This design comes from an exercise in tuning for a short achievable clock period and few clock cycles on the open sky130 flow, not from production work. In this exercise RTL edits were held to simulation tests only and were not proved equivalent to the original. No activity file was given, so power comes from the tool's default toggle rates.

==> build 35 <==
==> flow/design.v (excerpt) <==
module riscv_pipeline(
  input logic clk,
  input logic rst_n,
  input logic [31:0] i_boot_addr,
  output logic [31:0] imem_rd_addr,
  input  logic [31:0] imem_rd_data,
  output logic [31:0] dmem_rd_addr,
  input  logic [31:0] dmem_rd_data,
  output logic        dmem_wr_req,
  output logic [3:0]  dmem_wr_be,
  output logic [31:0] dmem_wr_addr,
  output logic [31:0] dmem_wr_data
);
Settings: LEC_CHECK=0, CAP_MARGIN=20, CORE_MARGIN=2, CORE_UTILIZATION=40, SLEW_MARGIN=20; clock period 10.0 ns.
standard.sh (not shown) runs the stock make flow with config.mk's settings and CLKGATE_MAP_FILE= SYNTH_SCRIPT=/design/flow/synth_recipe.tcl, a recipe that flattens the netlist after the stock synthesis.
==> flow/flow/run.sh <==
#!/bin/bash
set -euo pipefail
bash standard.sh SETUP_SLACK_MARGIN=7 GPL_TIMING_DRIVEN=1 MATCH_CELL_FOOTPRINT=0 \
  'BUFFER_PORTS_ARGS=-buffer_cell sky130_fd_sc_hd__buf_4' finish > make_finish.log 2>&1
==> inputs of build 91, as changes to build 35 <==
--- a/flow/design.v
+++ b/flow/design.v
@@ -650,46 +650,49 @@
 wire [31:0] rs1n = m1 ? mresM : w1 ? resW : rf1;
 wire [31:0] rs2n = m2 ? mresM : w2 ? resW : rf2;
 wire [31:0] aEarly = isLuiD ? 32'd0 : (isAuipcD ? pcD32 : rs1n);
 wire        aFromE = e1 & ~isLuiD & ~isAuipcD;
 wire        bReg   = use2D & ~isStoreD;
 wire [31:0] bEarly = bReg ? rs2n : immD;
 wire        bFromE = e2 & bReg;
-logic redirE, misE, jmisE;
+logic misE, jmisE;
+logic misM, jmisM;
 logic killQ;
-logic [31:2] altE;
-wire vDk     = vD & ~killQ;
+logic [31:2] altE, altM, jtgtM;
+wire redirM = misM | jmisM;
+wire killE  = redirM;
+wire vDk     = vD & ~redirM & ~killQ;
 wire stallD  = vDk & loadE & ((use1D & (rdE == rs1D)) | (use2D & (rdE == rs2D)));
 wire predD   = ~ptD & (isJalD | (isBrD & instD[31]));    
 wire redirD  = vDk & predD & ~stallD;
 wire goD     = vDk & ~stallD;               
-wire keepF   = ~misE & ~jmisE;
+wire keepF   = ~redirM;
 wire selHold = keepF & stallD;
 wire selRedD = keepF & ~stallD & redirD;
 wire seqOk   = keepF & ~stallD & ~redirD;
 wire selBtb  = seqOk & btbTakeF;
 wire selSeq  = seqOk & ~btbTakeF;
 wire [31:2] pcInc = pcH + 30'd1;
-wire [31:2] newF  = ({30{misE}}    & altE)
-                  | ({30{jmisE}}   & sumE[31:2])
+wire [31:2] newF  = ({30{misM}}    & altM)
+                  | ({30{jmisM}}   & jtgtM)
                   | ({30{selHold}} & pcH)
                   | ({30{selRedD}} & tgtD[31:2])
                   | ({30{selBtb}}  & btbTgtF)
                   | ({30{selSeq}}  & pcInc);
 always_ff @(posedge clk) begin
   if (~rst_n) begin
     pcF   <= i_boot_addr[31:2];
     pcHn  <= ~i_boot_addr[31:2];
     vD    <= 1'b0;
     killQ <= 1'b0;
   end else begin
     pcF <= newF;
     pcHn <= ~newF;
     if (~stallD) vD <= ~redirD;
-    killQ <= redirE;
+    killQ <= redirM;
   end
 end
 always_ff @(posedge clk) begin
   if (~stallD) begin
     instD <= imem_rd_data;
     isLuiD <= fLui; isAuipcD <= fAuipc; isJalD <= fJal; isJalrD <= fJalr; isBrD <= fBr;
     isLoadD <= fLoad; isStoreD <= fStore; isAluiD <= fAlui; isAlurD <= fAlur;
@@ -764,38 +767,41 @@
   jeqE = 1'b1;
   c = (aE[1] & bE[1]) | ((aE[1] ^ bE[1]) & aE[0] & bE[0]);
   for (int i = 2; i < 32; i++) begin
     if ((aE[i] ^ bE[i] ^ c) != ptgtE[i]) jeqE = 1'b0;
     c = (aE[i] & bE[i]) | ((aE[i] ^ bE[i]) & ~ptgtE[i]);
   end
 end
-assign misE   = brE & ~killQ & (takenE ^ predE);
-assign jmisE  = jalrE & ~killQ & ~(ptE & jeqE);
-assign redirE = misE | jmisE;
+assign misE   = brE & ~killE & (takenE ^ predE);
+assign jmisE  = jalrE & ~killE & ~(ptE & jeqE);
 logic [3:0]  beE;
 logic [31:0] sdalE;
 always_comb begin
   case (f3E[1:0])
     2'b00:   begin beE = 4'b0001 << sumE[1:0];         sdalE = {4{sdE[7:0]}};  end
     2'b01:   begin beE = sumE[1] ? 4'b1100 : 4'b0011;  sdalE = {2{sdE[15:0]}}; end
     default: begin beE = 4'b1111;                      sdalE = sdE;            end
   endcase
 end
 always_ff @(posedge clk) begin
   if (~rst_n) begin
-    wenM <= 1'b0; loadM <= 1'b0; wreqM <= 1'b0; uV <= 1'b0;
+    wenM <= 1'b0; loadM <= 1'b0; wreqM <= 1'b0; uV <= 1'b0; misM <= 1'b0; jmisM <= 1'b0;
   end else begin
-    uV    <= (brE | jalrE | jalE) & ~killQ;
-    wenM  <= wenE & ~killQ;
-    loadM <= loadE & ~killQ;
-    wreqM <= storeE & ~killQ;
+    uV    <= (brE | jalrE | jalE) & ~killE;
+    wenM  <= wenE & ~killE;
+    loadM <= loadE & ~killE;
+    wreqM <= storeE & ~killE;
+    misM  <= misE;
+    jmisM <= jmisE;
   end
 end
 always_ff @(posedge clk) begin
   resM <= resE;
+  altM  <= altE;
+  jtgtM <= sumE[31:2];
   uPc    <= pcE;
   uTgt   <= jalrE ? sumE[31:2] : btgtE;
   uTaken <= ~brE | takenE;
   uUn    <= ~brE;
   sdM  <= sdalE;
   beM  <= beE;
   rdM  <= rdE;
CORE_UTILIZATION = 60   (was 40)
==> results.json <==
{
  "status": "finished clean",
  "utilization": 0.777,
  "global_routing_met1_resource_utilization": 0.570,
  "synth-adder-area-share": 0.0179,
  "least_setup_slack_across_all_paths_after_layout_ns": 6.16,
  "pd_cells_mw_per_mm2": 172,
  "synth_cells": 7863,
  "final_layout_size_suffix_gt1_frac": 0.394,
  "regArea_mm2": 0.0615,
  "cts_num_sinks": 2249,
  "first_iter_violations": 14000,
  "met3WireLength_um": 66600
}
The numbers above come from build 91.

==> results.json <==
{
  "cts_num_sinks": 2187,
  "synth_cells": 7703,
  "met3WireLength_um": 43500,
  "final_layout_size_suffix_gt1_frac": 0.391,
  "global_routing_met1_resource_utilization": 0.395,
  "status": "finished clean",
  "synth_ff_type": "sky130_fd_sc_hd__edfxtp_1",
  "least_setup_slack_across_all_paths_after_layout_ns": 6.12,
  "regArea_mm2": 0.0603,
  "first_iter_violations": 11600,
  "synth-adder-area-share": 0.0182
}
The numbers above come from build 35.

Testbench counts of build 35, summed over its fixed seeds: cycles 25,300.
Testbench counts of build 91, summed over its fixed seeds: cycles 25,579.


==> build 73 <==
Another version of the RTL of riscv_pipeline (not shown whole).
clock: 10.0 ns
lec_check: 0
cap_margin: 20
core_margin: 2
core_utilization: 40
slew_margin: 20
Scripts as last shown in full above: flow/flow/run.sh
==> trial 57 (differences from build 73) <==
--- a/flow/design.v
+++ b/flow/design.v
@@ -534,21 +534,22 @@
 logic [31:2] pcHn;        
 wire  [31:2] pcH = ~pcHn;
 logic        vD;
 logic [31:0] instD;
 logic [31:2] pcD;
 logic        ptD;         
 logic [31:2] ptgtD;       
-logic [31:0] aE, bE, sdE;
-logic        sdFwdE;       
+logic [31:0] aE, bE, sdE;     
+logic [31:0] aXn, bXn;         
+wire  [31:0] aX = ~aXn, bX = ~bXn;
 logic [31:0] linkE;
 logic [31:2] btgtE;
 logic [31:2] pcE;
 logic [31:2] ptgtE;
-logic        ptE, jalE, ncE;    
+logic        ptE, jalE;
 logic [4:0]  rdE;
 logic [2:0]  f3E;
 logic        wenE, loadE, storeE, brE, jalrE, predE;
 logic        subE, arithE, cmpuE;
 logic        selSumE, selLtE, selXorE, selOrE, selAndE, selSllE, selSrE, selLinkE;
 logic [31:0] resM, sdM;
 logic [3:0]  beM;
@@ -559,54 +560,52 @@
 logic [4:0]  rdW;
 logic        wenW;
 logic [31:0] rf [1:31];
 logic [31:1] rfv;
 assign imem_rd_addr = {pcF, 2'b00};
 localparam NB = 8;
 logic [NB-1:0] bV, bPt, bUn;
-localparam TB = 11;              
-logic [TB:2]   bPc [NB];
+logic [31:2]   bPc [NB];
 logic [31:2]   bTg [NB];
 logic [1:0]    bCt [NB];
 logic [2:0]    bPtr;
 logic [NB-1:0] hitF;
 logic [31:2]   btbTgtF;
 always_comb begin
   btbTgtF = '0;
   for (int i = 0; i < NB; i++) begin
-    hitF[i] = bPt[i] & (bPc[i] == pcH[TB:2]);
+    hitF[i] = bPt[i] & (bPc[i] == pcH);
     btbTgtF = btbTgtF | ({30{hitF[i]}} & bTg[i]);
   end
 end
 wire btbTakeF = |hitF;
-logic        uV, uTaken, uUn, uJalr;
+logic        uV, uTaken, uUn;
 logic [31:2] uPc, uTgt;
 logic [NB-1:0] um;
-always_comb for (int i = 0; i < NB; i++) um[i] = bV[i] & (bPc[i] == uPc[TB:2]);
+always_comb for (int i = 0; i < NB; i++) um[i] = bV[i] & (bPc[i] == uPc);
 wire uHit = |um;
-wire [31:2] uTgtX = uJalr ? jtgtM : uTgt;
 always_ff @(posedge clk) begin
   if (~rst_n) begin
     bV <= '0; bPt <= '0; bPtr <= '0;
   end else if (uV) begin
     if (uHit) begin
       for (int i = 0; i < NB; i++) if (um[i]) begin
         logic [1:0] c;
         c = uTaken ? ((bCt[i] == 2'b11) ? 2'b11 : bCt[i] + 2'd1)
                    : ((bCt[i] == 2'b00) ? 2'b00 : bCt[i] - 2'd1);
         bCt[i] <= c;
-        bTg[i] <= uTgtX;
+        bTg[i] <= uTgt;
         bUn[i] <= uUn;
         bPt[i] <= uUn | c[1];
       end
     end else if (uTaken) begin
       bV[bPtr]  <= 1'b1;
       bPt[bPtr] <= 1'b1;
-      bPc[bPtr] <= uPc[TB:2];
-      bTg[bPtr] <= uTgtX;
+      bPc[bPtr] <= uPc;
+      bTg[bPtr] <= uTgt;
       bCt[bPtr] <= 2'b10;
       bUn[bPtr] <= uUn;
       bPtr <= bPtr + 3'd1;
     end
   end
 end
 wire [4:0] opD  = instD[6:2];
@@ -653,49 +652,46 @@
 wire [31:0] rs1n = m1 ? mresM : w1 ? resW : rf1;
 wire [31:0] rs2n = m2 ? mresM : w2 ? resW : rf2;
 wire [31:0] aEarly = isLuiD ? 32'd0 : (isAuipcD ? pcD32 : rs1n);
 wire        aFromE = e1 & ~isLuiD & ~isAuipcD;
 wire        bReg   = use2D & ~isStoreD;
 wire [31:0] bEarly = bReg ? rs2n : immD;
 wire        bFromE = e2 & bReg;
-logic misE, jmisE;
-logic misM, jmisM;
+logic redirE, misE, jmisE;
 logic killQ;
-logic [31:2] altM, jtgtM;
-wire redirM = misM | jmisM;
-wire killE  = redirM;
-wire vDk     = vD & ~redirM & ~killQ;
-wire stallD  = vDk & loadE & ((use1D & (rdE == rs1D)) | (use2D & ~isStoreD & (rdE == rs2D)));
+logic [31:2] altE;
+wire vDk     = vD & ~killQ;
+wire stallD  = vDk & loadE & ((use1D & (rdE == rs1D)) | (use2D & (rdE == rs2D)));
 wire predD   = ~ptD & (isJalD | (isBrD & instD[31]));    
 wire redirD  = vDk & predD & ~stallD;
 wire goD     = vDk & ~stallD;               
-wire keepF   = ~redirM;
+wire keepF   = ~misE & ~jmisE;
 wire selHold = keepF & stallD;
 wire selRedD = keepF & ~stallD & redirD;
 wire seqOk   = keepF & ~stallD & ~redirD;
 wire selBtb  = seqOk & btbTakeF;
 wire selSeq  = seqOk & ~btbTakeF;
 wire [31:2] pcInc = pcH + 30'd1;
-wire [31:2] newF  = ({30{misM}}    & altM)
-                  | ({30{jmisM}}   & jtgtM)
+wire [31:2] newF  = ({30{misE}}    & altE)
+                  | ({30{jmisE}}   & sumE[31:2])
                   | ({30{selHold}} & pcH)
                   | ({30{selRedD}} & tgtD[31:2])
                   | ({30{selBtb}}  & btbTgtF)
                   | ({30{selSeq}}  & pcInc);
 always_ff @(posedge clk) begin
   if (~rst_n) begin
     pcF   <= i_boot_addr[31:2];
     pcHn  <= ~i_boot_addr[31:2];
     vD    <= 1'b0;
     killQ <= 1'b0;
   end else begin
     pcF <= newF;
     pcHn <= ~newF;
     if (~stallD) vD <= ~redirD;
-    killQ <= redirM;
+    killQ <= redirE;
   end
 end
 always_ff @(posedge clk) begin
   if (~stallD) begin
     instD <= imem_rd_data;
     isLuiD <= fLui; isAuipcD <= fAuipc; isJalD <= fJal; isJalrD <= fJalr; isBrD <= fBr;
     isLoadD <= fLoad; isStoreD <= fStore; isAluiD <= fAlui; isAlurD <= fAlur;
@@ -706,31 +702,32 @@
     pcD   <= pcH;
     ptD   <= btbTakeF;
     ptgtD <= btbTgtF;
   end
 end
 always_ff @(posedge clk) begin
   if (~rst_n) begin
-    wenE <= 1'b0; loadE <= 1'b0; storeE <= 1'b0; brE <= 1'b0; jalrE <= 1'b0; jalE <= 1'b0; ncE <= 1'b0;
+    wenE <= 1'b0; loadE <= 1'b0; storeE <= 1'b0; brE <= 1'b0; jalrE <= 1'b0; jalE <= 1'b0;
   end else begin
     jalE   <= goD & isJalD;
-    ncE    <= goD & ~isJalD & ~isJalrD & ~isBrD;
     wenE   <= goD & wrD;
     loadE  <= goD & isLoadD;
     storeE <= goD & isStoreD;
     brE    <= goD & isBrD;
     jalrE  <= goD & isJalrD;
   end
 end
 always_ff @(posedge clk) begin
   aE    <= (aFromE & selSumE) ? sumE : (aFromE ? resOE : aEarly);
   bE    <= (bFromE & selSumE) ? sumE : (bFromE ? resOE : bEarly);
-  sdE   <= rs2n;
-  sdFwdE <= e2;
+  aXn   <= ~((aFromE & selSumE) ? sumE : (aFromE ? resOE : aEarly));
+  bXn   <= ~((bFromE & selSumE) ? sumE : (bFromE ? resOE : bEarly));
+  sdE   <= (e2 & selSumE) ? sumE : (e2 ? resOE : rs2n);
   linkE <= link4D;
+  altE  <= (ptD | instD[31]) ? link4D[31:2] : tgtD[31:2];    
   btgtE <= tgtD[31:2];
   rdE   <= rdD;
   f3E   <= f3D;
   predE <= ptD | instD[31];
   ptE   <= ptD;
   ptgtE <= ptgtD;
   pcE   <= pcD;
@@ -742,77 +739,69 @@
   selXorE  <= isAluD & f3D == 3'b100;
   selOrE   <= isAluD & f3D == 3'b110;
   selAndE  <= isAluD & f3D == 3'b111;
   selSllE  <= isAluD & f3D == 3'b001;
   selSrE   <= isAluD & f3D == 3'b101;
   selLinkE <= isJalD | isJalrD;
 end
-wire [31:0] sumE = aE + (bE ^ {32{subE}}) + {31'd0, subE};
-wire ltuE = aE < bE;
-wire ltE  = (aE[31] ^ bE[31]) ? (cmpuE ? bE[31] : aE[31]) : ltuE;
-wire eqE  = aE == bE;
-wire [31:0] sllE = aE << bE[4:0];
-wire signed [31:0] aEs = aE;
-wire [31:0] sraE = aEs >>> bE[4:0];
-wire [31:0] srE  = arithE ? sraE : (aE >> bE[4:0]);
+wire [31:0] sumE = subE ? (aE - bE) : (aE + bE);
+wire ltuE = aX < bX;
+wire ltE  = (aX[31] ^ bX[31]) ? (cmpuE ? bX[31] : aX[31]) : ltuE;
+wire eqE  = aX == bX;
+wire [31:0] sllE = aX << bX[4:0];
+wire signed [31:0] aXs = aX;
+wire [31:0] sraE = aXs >>> bX[4:0];
+wire [31:0] srE  = arithE ? sraE : (aX >> bX[4:0]);
 logic [31:0] resOE;      
 assign resOE = ({32{selLtE}}   & {31'd0, ltE})
-            | ({32{selXorE}}  & (aE ^ bE))
-            | ({32{selOrE}}   & (aE | bE))
-            | ({32{selAndE}}  & (aE & bE))
+            | ({32{selXorE}}  & (aX ^ bX))
+            | ({32{selOrE}}   & (aX | bX))
+            | ({32{selAndE}}  & (aX & bX))
             | ({32{selSllE}}  & sllE)
             | ({32{selSrE}}   & srE)
             | ({32{selLinkE}} & linkE);
 assign resE = ({32{selSumE}} & sumE) | resOE;
 wire condE  = f3E[2] ? ltE : eqE;
 wire takenE = condE ^ f3E[0];
 logic jeqE;
 always_comb begin
   logic c;
   jeqE = 1'b1;
-  c = (aE[1] & bE[1]) | ((aE[1] ^ bE[1]) & aE[0] & bE[0]);
+  c = (aX[1] & bX[1]) | ((aX[1] ^ bX[1]) & aX[0] & bX[0]);
   for (int i = 2; i < 32; i++) begin
-    if ((aE[i] ^ bE[i] ^ c) != ptgtE[i]) jeqE = 1'b0;
-    c = (aE[i] & bE[i]) | ((aE[i] ^ bE[i]) & ~ptgtE[i]);
+    if ((aX[i] ^ bX[i] ^ c) != ptgtE[i]) jeqE = 1'b0;
+    c = (aX[i] & bX[i]) | ((aX[i] ^ bX[i]) & ~ptgtE[i]);
   end
 end
-wire tgtOkE = ptgtE == btgtE;
-assign misE   = ~killE & ((brE & ((takenE ^ predE) | (takenE & ptE & ~tgtOkE)))
-                        | (jalE & ptE & ~tgtOkE)
-                        | (ncE & ptE));
-assign jmisE  = jalrE & ~killE & ~(ptE & jeqE);
+assign misE   = brE & ~killQ & (takenE ^ predE);
+assign jmisE  = jalrE & ~killQ & ~(ptE & jeqE);
+assign redirE = misE | jmisE;
 logic [3:0]  beE;
 logic [31:0] sdalE;
-wire  [31:0] sdv = sdFwdE ? mresM : sdE;
 always_comb begin
   case (f3E[1:0])
-    2'b00:   begin beE = 4'b0001 << sumE[1:0];         sdalE = {4{sdv[7:0]}};  end
-    2'b01:   begin beE = sumE[1] ? 4'b1100 : 4'b0011;  sdalE = {2{sdv[15:0]}}; end
-    default: begin beE = 4'b1111;                      sdalE = sdv;            end
+    2'b00:   begin beE = 4'b0001 << sumE[1:0];         sdalE = {4{sdE[7:0]}};  end
+    2'b01:   begin beE = sumE[1] ? 4'b1100 : 4'b0011;  sdalE = {2{sdE[15:0]}}; end
+    default: begin beE = 4'b1111;                      sdalE = sdE;            end
   endcase
 end
 always_ff @(posedge clk) begin
   if (~rst_n) begin
-    wenM <= 1'b0; loadM <= 1'b0; wreqM <= 1'b0; uV <= 1'b0; misM <= 1'b0; jmisM <= 1'b0;
+    wenM <= 1'b0; loadM <= 1'b0; wreqM <= 1'b0; uV <= 1'b0;
   end else begin
-    uV    <= (brE | jalrE | jalE) & ~killE;
-    wenM  <= wenE & ~killE;
-    loadM <= loadE & ~killE;
-    wreqM <= storeE & ~killE;
-    misM  <= misE;
-    jmisM <= jmisE;
+    uV    <= (brE | jalrE | jalE) & ~killQ;
+    wenM  <= wenE & ~killQ;
+    loadM <= loadE & ~killQ;
+    wreqM <= storeE & ~killQ;
   end
 end
 always_ff @(posedge clk) begin
   resM <= resE;
-  altM  <= (jalE | (brE & takenE)) ? btgtE : linkE[31:2];    
-  jtgtM <= sumE[31:2];
   uPc    <= pcE;
-  uTgt   <= btgtE;
-  uJalr  <= jalrE;
+  uTgt   <= jalrE ? sumE[31:2] : btgtE;
   uTaken <= ~brE | takenE;
   uUn    <= ~brE;
   sdM  <= sdalE;
   beM  <= beE;
   rdM  <= rdE;
   f3M  <= f3E;
 end
==> trial 97 (differences from build 73) <==
--- a/flow/design.v
+++ b/flow/design.v
@@ -534,21 +534,22 @@
 logic [31:2] pcHn;        
 wire  [31:2] pcH = ~pcHn;
 logic        vD;
 logic [31:0] instD;
 logic [31:2] pcD;
 logic        ptD;         
 logic [31:2] ptgtD;       
-logic [31:0] aE, bE, sdE;
-logic        sdFwdE;       
+logic [31:0] aE, bE, sdE;     
+logic [31:0] aXn, bXn;         
+wire  [31:0] aX = ~aXn, bX = ~bXn;
 logic [31:0] linkE;
 logic [31:2] btgtE;
 logic [31:2] pcE;
 logic [31:2] ptgtE;
-logic        ptE, jalE, ncE;    
+logic        ptE, jalE;
 logic [4:0]  rdE;
 logic [2:0]  f3E;
 logic        wenE, loadE, storeE, brE, jalrE, predE;
 logic        subE, arithE, cmpuE;
 logic        selSumE, selLtE, selXorE, selOrE, selAndE, selSllE, selSrE, selLinkE;
 logic [31:0] resM, sdM;
 logic [3:0]  beM;
@@ -559,54 +560,52 @@
 logic [4:0]  rdW;
 logic        wenW;
 logic [31:0] rf [1:31];
 logic [31:1] rfv;
 assign imem_rd_addr = {pcF, 2'b00};
 localparam NB = 8;
 logic [NB-1:0] bV, bPt, bUn;
-localparam TB = 11;              
-logic [TB:2]   bPc [NB];
+logic [31:2]   bPc [NB];
 logic [31:2]   bTg [NB];
 logic [1:0]    bCt [NB];
 logic [2:0]    bPtr;
 logic [NB-1:0] hitF;
 logic [31:2]   btbTgtF;
 always_comb begin
   btbTgtF = '0;
   for (int i = 0; i < NB; i++) begin
-    hitF[i] = bPt[i] & (bPc[i] == pcH[TB:2]);
+    hitF[i] = bPt[i] & (bPc[i] == pcH);
     btbTgtF = btbTgtF | ({30{hitF[i]}} & bTg[i]);
   end
 end
 wire btbTakeF = |hitF;
-logic        uV, uTaken, uUn, uJalr;
+logic        uV, uTaken, uUn;
 logic [31:2] uPc, uTgt;
 logic [NB-1:0] um;
-always_comb for (int i = 0; i < NB; i++) um[i] = bV[i] & (bPc[i] == uPc[TB:2]);
+always_comb for (int i = 0; i < NB; i++) um[i] = bV[i] & (bPc[i] == uPc);
 wire uHit = |um;
-wire [31:2] uTgtX = uJalr ? jtgtM : uTgt;
 always_ff @(posedge clk) begin
   if (~rst_n) begin
     bV <= '0; bPt <= '0; bPtr <= '0;
   end else if (uV) begin
     if (uHit) begin
       for (int i = 0; i < NB; i++) if (um[i]) begin
         logic [1:0] c;
         c = uTaken ? ((bCt[i] == 2'b11) ? 2'b11 : bCt[i] + 2'd1)
                    : ((bCt[i] == 2'b00) ? 2'b00 : bCt[i] - 2'd1);
         bCt[i] <= c;
-        bTg[i] <= uTgtX;
+        bTg[i] <= uTgt;
         bUn[i] <= uUn;
         bPt[i] <= uUn | c[1];
       end
     end else if (uTaken) begin
       bV[bPtr]  <= 1'b1;
       bPt[bPtr] <= 1'b1;
-      bPc[bPtr] <= uPc[TB:2];
-      bTg[bPtr] <= uTgtX;
+      bPc[bPtr] <= uPc;
+      bTg[bPtr] <= uTgt;
       bCt[bPtr] <= 2'b10;
       bUn[bPtr] <= uUn;
       bPtr <= bPtr + 3'd1;
     end
   end
 end
 wire [4:0] opD  = instD[6:2];
@@ -656,19 +655,19 @@
 wire        aFromE = e1 & ~isLuiD & ~isAuipcD;
 wire        bReg   = use2D & ~isStoreD;
 wire [31:0] bEarly = bReg ? rs2n : immD;
 wire        bFromE = e2 & bReg;
 logic misE, jmisE;
 logic misM, jmisM;
 logic killQ;
-logic [31:2] altM, jtgtM;
+logic [31:2] altE, altM, jtgtM;
 wire redirM = misM | jmisM;
 wire killE  = redirM;
 wire vDk     = vD & ~redirM & ~killQ;
-wire stallD  = vDk & loadE & ((use1D & (rdE == rs1D)) | (use2D & ~isStoreD & (rdE == rs2D)));
+wire stallD  = vDk & loadE & ((use1D & (rdE == rs1D)) | (use2D & (rdE == rs2D)));
 wire predD   = ~ptD & (isJalD | (isBrD & instD[31]));    
 wire redirD  = vDk & predD & ~stallD;
 wire goD     = vDk & ~stallD;               
 wire keepF   = ~redirM;
 wire selHold = keepF & stallD;
 wire selRedD = keepF & ~stallD & redirD;
 wire seqOk   = keepF & ~stallD & ~redirD;
@@ -706,31 +705,32 @@
     pcD   <= pcH;
     ptD   <= btbTakeF;
     ptgtD <= btbTgtF;
   end
 end
 always_ff @(posedge clk) begin
   if (~rst_n) begin
-    wenE <= 1'b0; loadE <= 1'b0; storeE <= 1'b0; brE <= 1'b0; jalrE <= 1'b0; jalE <= 1'b0; ncE <= 1'b0;
+    wenE <= 1'b0; loadE <= 1'b0; storeE <= 1'b0; brE <= 1'b0; jalrE <= 1'b0; jalE <= 1'b0;
   end else begin
     jalE   <= goD & isJalD;
-    ncE    <= goD & ~isJalD & ~isJalrD & ~isBrD;
     wenE   <= goD & wrD;
     loadE  <= goD & isLoadD;
     storeE <= goD & isStoreD;
     brE    <= goD & isBrD;
     jalrE  <= goD & isJalrD;
   end
 end
 always_ff @(posedge clk) begin
   aE    <= (aFromE & selSumE) ? sumE : (aFromE ? resOE : aEarly);
   bE    <= (bFromE & selSumE) ? sumE : (bFromE ? resOE : bEarly);
-  sdE   <= rs2n;
-  sdFwdE <= e2;
+  aXn   <= ~((aFromE & selSumE) ? sumE : (aFromE ? resOE : aEarly));
+  bXn   <= ~((bFromE & selSumE) ? sumE : (bFromE ? resOE : bEarly));
+  sdE   <= (e2 & selSumE) ? sumE : (e2 ? resOE : rs2n);
   linkE <= link4D;
+  altE  <= (ptD | instD[31]) ? link4D[31:2] : tgtD[31:2];    
   btgtE <= tgtD[31:2];
   rdE   <= rdD;
   f3E   <= f3D;
   predE <= ptD | instD[31];
   ptE   <= ptD;
   ptgtE <= ptgtD;
   pcE   <= pcD;
@@ -742,56 +742,52 @@
   selXorE  <= isAluD & f3D == 3'b100;
   selOrE   <= isAluD & f3D == 3'b110;
   selAndE  <= isAluD & f3D == 3'b111;
   selSllE  <= isAluD & f3D == 3'b001;
   selSrE   <= isAluD & f3D == 3'b101;
   selLinkE <= isJalD | isJalrD;
 end
-wire [31:0] sumE = aE + (bE ^ {32{subE}}) + {31'd0, subE};
-wire ltuE = aE < bE;
-wire ltE  = (aE[31] ^ bE[31]) ? (cmpuE ? bE[31] : aE[31]) : ltuE;
-wire eqE  = aE == bE;
-wire [31:0] sllE = aE << bE[4:0];
-wire signed [31:0] aEs = aE;
-wire [31:0] sraE = aEs >>> bE[4:0];
-wire [31:0] srE  = arithE ? sraE : (aE >> bE[4:0]);
+wire [31:0] sumE = subE ? (aE - bE) : (aE + bE);
+wire ltuE = aX < bX;
+wire ltE  = (aX[31] ^ bX[31]) ? (cmpuE ? bX[31] : aX[31]) : ltuE;
+wire eqE  = aX == bX;
+wire [31:0] sllE = aX << bX[4:0];
+wire signed [31:0] aXs = aX;
+wire [31:0] sraE = aXs >>> bX[4:0];
+wire [31:0] srE  = arithE ? sraE : (aX >> bX[4:0]);
 logic [31:0] resOE;      
 assign resOE = ({32{selLtE}}   & {31'd0, ltE})
-            | ({32{selXorE}}  & (aE ^ bE))
-            | ({32{selOrE}}   & (aE | bE))
-            | ({32{selAndE}}  & (aE & bE))
+            | ({32{selXorE}}  & (aX ^ bX))
+            | ({32{selOrE}}   & (aX | bX))
+            | ({32{selAndE}}  & (aX & bX))
             | ({32{selSllE}}  & sllE)
             | ({32{selSrE}}   & srE)
             | ({32{selLinkE}} & linkE);
 assign resE = ({32{selSumE}} & sumE) | resOE;
 wire condE  = f3E[2] ? ltE : eqE;
 wire takenE = condE ^ f3E[0];
 logic jeqE;
 always_comb begin
   logic c;
   jeqE = 1'b1;
-  c = (aE[1] & bE[1]) | ((aE[1] ^ bE[1]) & aE[0] & bE[0]);
+  c = (aX[1] & bX[1]) | ((aX[1] ^ bX[1]) & aX[0] & bX[0]);
   for (int i = 2; i < 32; i++) begin
-    if ((aE[i] ^ bE[i] ^ c) != ptgtE[i]) jeqE = 1'b0;
-    c = (aE[i] & bE[i]) | ((aE[i] ^ bE[i]) & ~ptgtE[i]);
+    if ((aX[i] ^ bX[i] ^ c) != ptgtE[i]) jeqE = 1'b0;
+    c = (aX[i] & bX[i]) | ((aX[i] ^ bX[i]) & ~ptgtE[i]);
   end
 end
-wire tgtOkE = ptgtE == btgtE;
-assign misE   = ~killE & ((brE & ((takenE ^ predE) | (takenE & ptE & ~tgtOkE)))
-                        | (jalE & ptE & ~tgtOkE)
-                        | (ncE & ptE));
+assign misE   = brE & ~killE & (takenE ^ predE);
 assign jmisE  = jalrE & ~killE & ~(ptE & jeqE);
 logic [3:0]  beE;
 logic [31:0] sdalE;
-wire  [31:0] sdv = sdFwdE ? mresM : sdE;
 always_comb begin
   case (f3E[1:0])
-    2'b00:   begin beE = 4'b0001 << sumE[1:0];         sdalE = {4{sdv[7:0]}};  end
-    2'b01:   begin beE = sumE[1] ? 4'b1100 : 4'b0011;  sdalE = {2{sdv[15:0]}}; end
-    default: begin beE = 4'b1111;                      sdalE = sdv;            end
+    2'b00:   begin beE = 4'b0001 << sumE[1:0];         sdalE = {4{sdE[7:0]}};  end
+    2'b01:   begin beE = sumE[1] ? 4'b1100 : 4'b0011;  sdalE = {2{sdE[15:0]}}; end
+    default: begin beE = 4'b1111;                      sdalE = sdE;            end
   endcase
 end
 always_ff @(posedge clk) begin
   if (~rst_n) begin
     wenM <= 1'b0; loadM <= 1'b0; wreqM <= 1'b0; uV <= 1'b0; misM <= 1'b0; jmisM <= 1'b0;
   end else begin
     uV    <= (brE | jalrE | jalE) & ~killE;
@@ -800,19 +796,18 @@
     wreqM <= storeE & ~killE;
     misM  <= misE;
     jmisM <= jmisE;
   end
 end
 always_ff @(posedge clk) begin
   resM <= resE;
-  altM  <= (jalE | (brE & takenE)) ? btgtE : linkE[31:2];    
+  altM  <= altE;
   jtgtM <= sumE[31:2];
   uPc    <= pcE;
-  uTgt   <= btgtE;
-  uJalr  <= jalrE;
+  uTgt   <= jalrE ? sumE[31:2] : btgtE;
   uTaken <= ~brE | takenE;
   uUn    <= ~brE;
   sdM  <= sdalE;
   beM  <= beE;
   rdM  <= rdE;
   f3M  <= f3E;
 end
==> run summary <==
Complex-gate fraction of the synthesized area: trial 57 0.08237; trial 97 0.08347; build 73 0.09645
IR drop worst, VDD: trial 57 0.1761 mV; trial 97 0.1894 mV; build 73 0.1914 mV
TritonCTS Buffers: trial 57 239; trial 97 243; build 73 211
Die area: trial 57 275800 sq um; trial 97 276900 sq um; build 73 246200 sq um
Clock network power share: trial 57 0.376; trial 97 0.375; build 73 0.383
Comb power: trial 57 4140 uW; trial 97 4440 uW; build 73 3080 uW
Antenna diode instance count: trial 57 23; trial 97 12; build 73 15
Buffer depth of the longest clock path: trial 57 4; trial 97 4; build 73 3
Initial DRC Count: trial 57 11220; trial 97 11670; build 73 10620
GRT met3 Usage: trial 57 0.07835; trial 97 0.06449; build 73 0.07561
Fin crit period: trial 57 4.596 ns; trial 97 4.579 ns; build 73 3.562 ns
Fraction of synthesized area in multiplexers: trial 57 0.1655; trial 97 0.1694; build 73 0.1780
Die span in y: trial 57 525.2 um; trial 97 526.2 um; build 73 496.2 um
Met2 routed WL: trial 57 203300 um; trial 97 201800 um; build 73 177300 um
Max-slew headroom: trial 57 0.2153; trial 97 0.1598; build 73 0.2256
Final #Nets: trial 57 9175; trial 97 9060; build 73 8032
Post-detailed-placement half-perimeter wirelength: trial 57 268800 um; trial 97 270200 um; build 73 239900 um
Total Power Consumption: trial 57 24260 uW; trial 97 25460 uW; build 73 20950 uW
Clk power: trial 57 9130 uW; trial 97 9560 uW; build 73 8020 uW
Critical path class: trial 57 flip-flop to flip-flop; trial 97 flip-flop to flip-flop; build 73 input port to flip-flop
Run status: trial 57 complete, no violations; trial 97 complete, no violations; build 73 complete, no violations
Part of the Yosys area used for sequential elements: trial 57 0.5618; trial 97 0.5709; build 73 0.5660
Worst Skew: trial 57 0.08903 ns; trial 97 0.07790 ns; build 73 0.1031 ns
Number of buffers outside the clock class in the layout: trial 57 1160; trial 97 1178; build 73 954
Testbench counts of build 73, summed over its fixed seeds: cycles 25,510.
Testbench counts of trial 57, summed over its fixed seeds: cycles 25,300.
Testbench counts of trial 97, summed over its fixed seeds: cycles 25,579.

[static timing again, ports no longer ideal]
The flow's constraints put no driver on any port. The routed layouts listed below were extracted and timed again, unchanged, in two steps. Step 1: set_driving_cell puts a clkbuf_16 on clk and a buf_2 on each other input, an assumption about the parent block. Step 2 also shifts input and output timing later by t, the mid clock arrival at the registers, as if the neighbouring blocks saw the same clock. Three values: no drivers, after step 1, after step 2; two values: the first two.
run	shift t [ns]	setup slack, ns	worst setup path after step 2	worst register clock-pin slew, ns	worst data-port slew with drivers (ns)
build 35	0.994	6.118 / 6.118 / 5.561	input to register	0.07 / 0.07	0.22
build 91	0.993	6.158 / 6.189 / 5.202	input to register	0.08 / 0.08	0.45
build 73	0.962	6.438 / 6.369 / 5.550	input to register	0.07 / 0.07	0.22
trial 57	0.998	5.404 / 5.404 / 5.404	register to register	0.07 / 0.07	0.24
trial 97	1.010	5.421 / 5.421 / 5.183	input to register	0.07 / 0.07	0.21
After both steps setup and hold are still met in every run listed. The setup slack of build 91, which loses most, moves by +0.031 ns with the drivers and by -0.956 ns with both steps.
